Background: an optimization exercise with open tools, aiming at small area. Do not read the settings as production practice.
In this exercise RTL edits were held to simulation tests only and were not proved equivalent to the original.
Power figures rest on the tool's default switching activity, not on a simulated workload.

## ALUUnit
module ALUUnit(clock, ALUOp, funct, a, b, result, zero, carryOut);
clock: 5.0 ns
lec_check: 0
cap_margin: 20
core_margin: 2
core_utilization: 40
slew_margin: 20
standard.sh (not shown) runs the stock make flow with config.mk's settings and CLKGATE_MAP_FILE= SYNTH_SCRIPT=/design/flow/synth_recipe.tcl, a recipe that flattens the netlist after the stock synthesis.
==> flow/flow/run.sh <==
#!/bin/bash
# Standard ORFS layout with three changes: the combinational logic of the
# standard synthesis is re-mapped by ABC for area (registers untouched),
# the port buffers use the smallest buffer, and CTS builds its tree from
# clkbuf_4 without dummy loads.
set -euo pipefail
export BUFFER_PORTS_ARGS="-buffer_cell sky130_fd_sc_hd__buf_1"
export CTS_ARGS="-sink_clustering_enable -repair_clock_nets -dont_use_dummy_load -buf_list sky130_fd_sc_hd__clkbuf_4"
R=orfs/results/${FLOW_PLATFORM}/ALUUnit/base
bash standard.sh synth > standard_synth.log 2>&1
cp $R/1_2_yosys.v $R/1_2_yosys_std.v
LIB=$FLOW_HOME/platforms/sky130hd/lib/sky130_fd_sc_hd__tt_025C_1v80.lib
DU=""
for c in $(grep -oE "cell *\( *\"?sky130_fd_sc_hd__(lpflow|probe)[a-z0-9_]*" $LIB | grep -oE "sky130_fd_sc_hd__\w+"); do DU="$DU -dont_use $c"; done
YOSYS=${YOSYS_EXE:-yosys}
$YOSYS -p "read_liberty -ignore_miss_func $LIB; \
  setattr -mod -set blackbox 1 sky130_fd_sc_hd__dfxtp_1 sky130_fd_sc_hd__edfxtp_1 sky130_fd_sc_hd__ha_1 sky130_fd_sc_hd__fa_1 sky130_fd_sc_hd__conb_1; \
  read_verilog $R/1_2_yosys_std.v; hierarchy -top $FLOW_TOP; flatten; opt -purge; \
  abc -liberty $LIB -script $PWD/flow/remap.abc $DU; \
  opt_clean -purge; rename -hide w:*.*; stat -liberty $LIB; \
  write_verilog -noattr -nohex -nodec $R/1_2_yosys.v" > remap.log 2>&1
rm -f $R/1_synth.odb $R/1_synth.sdc
bash standard.sh finish > standard_finish.log 2>&1
==> flow/flow/remap.abc <==
&get -n
&st
&deepsyn -T 20
&dch -f
&nf -R 100 -p
&put
The baseline ran to the end with violations: setup timing.
Change:
==> flow/flow/remap.abc (replaced) <==
&get -n
&st
&syn2
&dch -f
&nf -R 30 -p
&put
What happened:
- This time the run ran to the end with no violations
- sequential power hardly moves
- synthesized cell count rose by about 13%
- non-clock buffer count fell by 51
- synthesized area rose by about 4%
- cell count fell by 1.3%
- total power fell by 6.7%
- wire length fell by about 0.9%
- setup slack is better by 2.1 ns
- maximum frequency rose by 47%
- register-to-register slack hardly moves
Change:
==> flow/run.sh (new file) <==
#!/bin/bash
# synth_recipe.tcl (not shown) runs the flow's synth.tcl, then flattens the netlist and writes it again
# the make line also repeats each setting of config.mk as NAME=value (left out here)
make -C /OpenROAD-flow-scripts/flow DESIGN_CONFIG=/design/flow/config.mk WORK_HOME=/design/flow/orfs CLKGATE_MAP_FILE= SYNTH_SCRIPT=/design/flow/synth_recipe.tcl finish
Settings changed: ABC_AREA set to 1.
removed: flow/flow/run.sh
removed: flow/flow/remap.abc
removed: flow/standard.sh
Effect:
- register-to-register slack is better by 0.05 ns
- total power went up by about 30%
- area after synthesis came out higher by 14%
- non-clock buffer count went down by 5
- maximum frequency climbs by 9.7%
- combinational power increases by 36%
- flip-flop and latch count stays the same
- sequential share of layout area shrinks by 7.3 points
- design area is higher by about 30%
- critical path depth increases by 3
- global-route usage fell by 1.1 points
Change:
==> flow/flow/run.sh (new file) <==
#!/bin/bash
# Standard ORFS layout with three changes: the combinational logic of the
# standard synthesis is re-mapped by ABC for area (registers untouched),
# the port buffers use the smallest buffer, and CTS builds its tree from
# clkbuf_4 without dummy loads.
set -euo pipefail
export BUFFER_PORTS_ARGS="-buffer_cell sky130_fd_sc_hd__buf_1"
export CTS_ARGS="-sink_clustering_enable -repair_clock_nets -dont_use_dummy_load -buf_list sky130_fd_sc_hd__clkbuf_4"
R=orfs/results/${FLOW_PLATFORM}/ALUUnit/base
bash standard.sh synth > standard_synth.log 2>&1
cp $R/1_2_yosys.v $R/1_2_yosys_std.v
LIB=$FLOW_HOME/platforms/sky130hd/lib/sky130_fd_sc_hd__tt_025C_1v80.lib
DU=""
for c in $(grep -oE "cell *\( *\"?sky130_fd_sc_hd__(lpflow|probe)[a-z0-9_]*" $LIB | grep -oE "sky130_fd_sc_hd__\w+"); do DU="$DU -dont_use $c"; done
YOSYS=${YOSYS_EXE:-yosys}
$YOSYS -p "read_liberty -ignore_miss_func $LIB; \
  setattr -mod -set blackbox 1 sky130_fd_sc_hd__dfxtp_1 sky130_fd_sc_hd__edfxtp_1 sky130_fd_sc_hd__ha_1 sky130_fd_sc_hd__fa_1 sky130_fd_sc_hd__conb_1; \
  read_verilog $R/1_2_yosys_std.v; hierarchy -top $FLOW_TOP; flatten; opt -purge; \
  abc -liberty $LIB -script $PWD/flow/remap.abc $DU; \
  opt_clean -purge; rename -hide w:*.*; stat -liberty $LIB; \
  write_verilog -noattr -nohex -nodec $R/1_2_yosys.v" > remap.log 2>&1
rm -f $R/1_synth.odb $R/1_synth.sdc
bash standard.sh finish > standard_finish.log 2>&1
==> flow/flow/remap.abc (new file) <==
&get -n
&st
&dch
&nf -R 100
&put
==> flow/standard.sh (new file) <==
#!/bin/bash
# synth_recipe.tcl (not shown) runs the flow's synth.tcl, then flattens the netlist and writes it again
# the make line also repeats each setting of config.mk as NAME=value (left out here)
make -C /OpenROAD-flow-scripts/flow DESIGN_CONFIG=/design/flow/config.mk WORK_HOME=/design/flow/orfs CLKGATE_MAP_FILE= SYNTH_SCRIPT=/design/flow/synth_recipe.tcl "${@:-finish}"
Settings changed: ABC_AREA 1 to unset.
removed: flow/run.sh
Effect: Maximum frequency decreases by roughly a tenth. Clock-buffer cell count decreases by 4. Register-to-register slack stays flat. Design area decreases by about a fifth. Core utilization decreases by 5.2 points. Power decreases by about a fifth. Worst setup slack got worse by 0.52 ns. Critical path depth does not change. Non-clock buffer count increases by 4. Via count decreases by roughly a tenth. Die area decreases by roughly a tenth.
Change:
==> flow/flow/run.sh (replaced) <==
#!/bin/bash
set -euo pipefail
export BUFFER_PORTS_ARGS="-buffer_cell sky130_fd_sc_hd__buf_1"
export CTS_ARGS="-repair_clock_nets -dont_use_dummy_load -buf_list sky130_fd_sc_hd__clkbuf_8"
bash standard.sh finish > standard_flow.log 2>&1
removed: flow/flow/remap.abc
Result: Flip-flop and latch count is unchanged; synthesized cell count climbs by 7.3%; global-route usage went up by 0.73 points; final area is higher by 2.9%.

* * *

## juniper
Another version of the RTL of ALUUnit (not shown whole).
Size: roughly 310 cells after synthesis, about 110 I/O pins, about 0.0031 mm^2 of cells after synthesis.
Settings: LEC_CHECK=0, CAP_MARGIN=20, CORE_MARGIN=2, CORE_UTILIZATION=40, SLEW_MARGIN=20; clock period 5.0 ns.
==> flow/flow/run.sh <==
#!/bin/bash
# Standard ORFS layout with three changes: synthesis maps the logic with
# an area-oriented ABC script (flow/synth.abc) in place of ORFS's speed
# script (the registers come out as in the standard synthesis), the port
# buffers use the smallest buffer, and CTS builds its tree from clkbuf_4
# without dummy loads.
set -euo pipefail
export BUFFER_PORTS_ARGS="-buffer_cell sky130_fd_sc_hd__buf_1"
export CTS_ARGS="-sink_clustering_enable -repair_clock_nets -dont_use_dummy_load -buf_list sky130_fd_sc_hd__clkbuf_4"
export MY_ABC_SCRIPT=$PWD/flow/synth.abc
# synth_recipe.tcl with ORFS's ABC script swapped for flow/synth.abc
{
  head -n 1 synth_recipe.tcl
  cat flow/abc_override.tcl
  tail -n +2 synth_recipe.tcl
} > my_synth.tcl
sed -e "s#$PWD/synth_recipe.tcl#$PWD/my_synth.tcl#g" standard.sh > my_standard.sh
grep -q my_synth.tcl my_standard.sh
bash my_standard.sh finish > standard_flow.log 2>&1
==> flow/flow/abc_override.tcl <==
proc abc {args} {
  set i [lsearch -exact $args -script]
  if { $i >= 0 } { lset args [expr {$i + 1}] $::env(MY_ABC_SCRIPT) }
  yosys abc {*}$args
}
==> flow/flow/synth.abc <==
&get -n
&st
&dch 
&nf -R 1000 -p -E 100
&put
juniper: no failed stages, no open violations at the end
Inputs modified between juniper and quartz:
==> flow/flow/synth.abc <==
&get -n
&st
&syn2
&dch
&nf -R 0 -p -E 100
&put
[summary]
- Against juniper, quartz comes in 3.1% higher on number of core rows.
- Count of endpoints failing hold in the final timing report came out exactly the same in juniper and quartz.
- Summary of quartz over juniper: sequential share of layout area saw a decrease, worst setup slack +0.016 ns, gate count of the mapped netlist up 37, part of the power in the clock network up 1.1 points, combinational power share saw an increase.
- Against juniper as the reference, quartz delivers a lower logic depth of the worst path, buffers included.
- Design area deteriorates in quartz relative to juniper.
- Row number of filler cells placed in the layout: quartz higher / juniper lower
diff inputs: quartz => lagoon
-- flow/flow/run.sh --
<<< quartz, line 9
export CTS_ARGS="-sink_clustering_enable -repair_clock_nets -dont_use_dummy_load -buf_list sky130_fd_sc_hd__clkbuf_4"
export MY_ABC_SCRIPT=$PWD/flow/synth.abc
>>> lagoon, line 9
export CTS_ARGS="-sink_clustering_enable -repair_clock_nets -dont_use_dummy_load -buf_list sky130_fd_sc_hd__clkbuf_4"
export RECOVER_POWER=100
export MY_ABC_SCRIPT=$PWD/flow/synth.abc
==> flow/flow/synth.abc <==
&get -n
&st
&dch
&nf -R 0 -p -E 100
&put
Notes after the runs:
Between quartz and lagoon, transition at the pin with the smallest max-transition slack increased.
On proportion of cell area spent on the clock network, quartz and lagoon are basically level.
Going from quartz to lagoon, cell count shrank by a few percent.
quartz has higher clock share of power than lagoon.
Going from quartz to lagoon, share of post-route cells with drive strength above 1 shows a reduction of 0.38 points; total of fill cells in the finished design -4.2%; setup slack after layout picked up an extra 0.42 ns; reported net switching power shrank by 8.3 uW; sequential power rose 4.0%.
Input changes introduced in amber (baseline for comparison: lagoon):
-- flow/flow/run.sh --
<<< lagoon, line 10
export RECOVER_POWER=100
export MY_ABC_SCRIPT=$PWD/flow/synth.abc
>>> amber, line 10
export RECOVER_POWER=100
export SKIP_CTS_REPAIR_TIMING=1
export SKIP_INCREMENTAL_REPAIR=1
export MY_ABC_SCRIPT=$PWD/flow/synth.abc
==> flow/flow/synth.abc <==
&get -n
&st
&dch -f
&nf -R 0 -p -E 100
&put
Results
- amber vs. lagoon: sequential cell area share stayed essentially flat, routed wire length has remained practically unchanged, worst setup slack shrank by 0.032 ns, number of cells on the critical path higher.

-- static timing again, ports no longer ideal --
The flow's constraints put no driver on any port. The routed layouts listed below were extracted and timed again, unchanged, in two steps.
Step 1 sets driving cells, clkbuf_16 on the clock port and buf_2 on the other inputs (assumed; they add their load-dependent delay and slew).
Step 2, shift: input delay + t, output delay - t, t = (earliest + latest rising clock arrival at the registers) / 2. This alone moves slack from input paths to output paths.
Three values: ideal, step 1, step 2; two values: the first two.
| run | t (ns) | slack for setup (ns) | worst hold slack (ns) | latest minus earliest clock arrival (ns) | worst data-port slew with drivers (ns) |
|---|---|---|---|---|---|
| the first run of note 1 | 0.420 | -1.441 / -1.447 / -1.867 | 0.309 / 0.309 / 0.309 | 0.027 / 0.026 | 0.05 |
| the second run of note 1 | 0.392 | 0.629 / 0.633 / 0.241 | 0.323 / 0.323 / 0.323 | 0.019 / 0.019 | 0.04 |
| the third run of note 1 | 0.360 | 1.014 / 1.019 / 0.659 | 0.315 / 0.315 / 0.315 | 0.015 / 0.015 | 0.06 |
| the fourth run of note 1 | 0.424 | 0.490 / 0.495 / 0.071 | 0.322 / 0.322 / 0.322 | 0.012 / 0.013 | 0.04 |
| the fifth run of note 1 | 0.351 | 0.858 / 0.868 / 0.518 | 0.301 / 0.301 / 0.301 | 0.021 / 0.021 | 0.05 |
| juniper | 0.412 | 0.409 / 0.417 / 0.005 | 0.324 / 0.324 / 0.324 | 0.046 / 0.046 | 0.04 |
| quartz | 0.422 | 0.425 / 0.431 / 0.008 | 0.319 / 0.319 / 0.319 | 0.037 / 0.037 | 0.04 |
| lagoon | 0.411 | 0.848 / 0.853 / 0.442 | 0.292 / 0.292 / 0.292 | 0.034 / 0.034 | 0.03 |
| amber | 0.403 | 0.815 / 0.822 / 0.419 | 0.315 / 0.315 / 0.315 | 0.027 / 0.027 | 0.04 |
The setup slack of the first run of note 1, which loses most, moves by -0.006 ns with the drivers and by -0.426 ns with both steps.
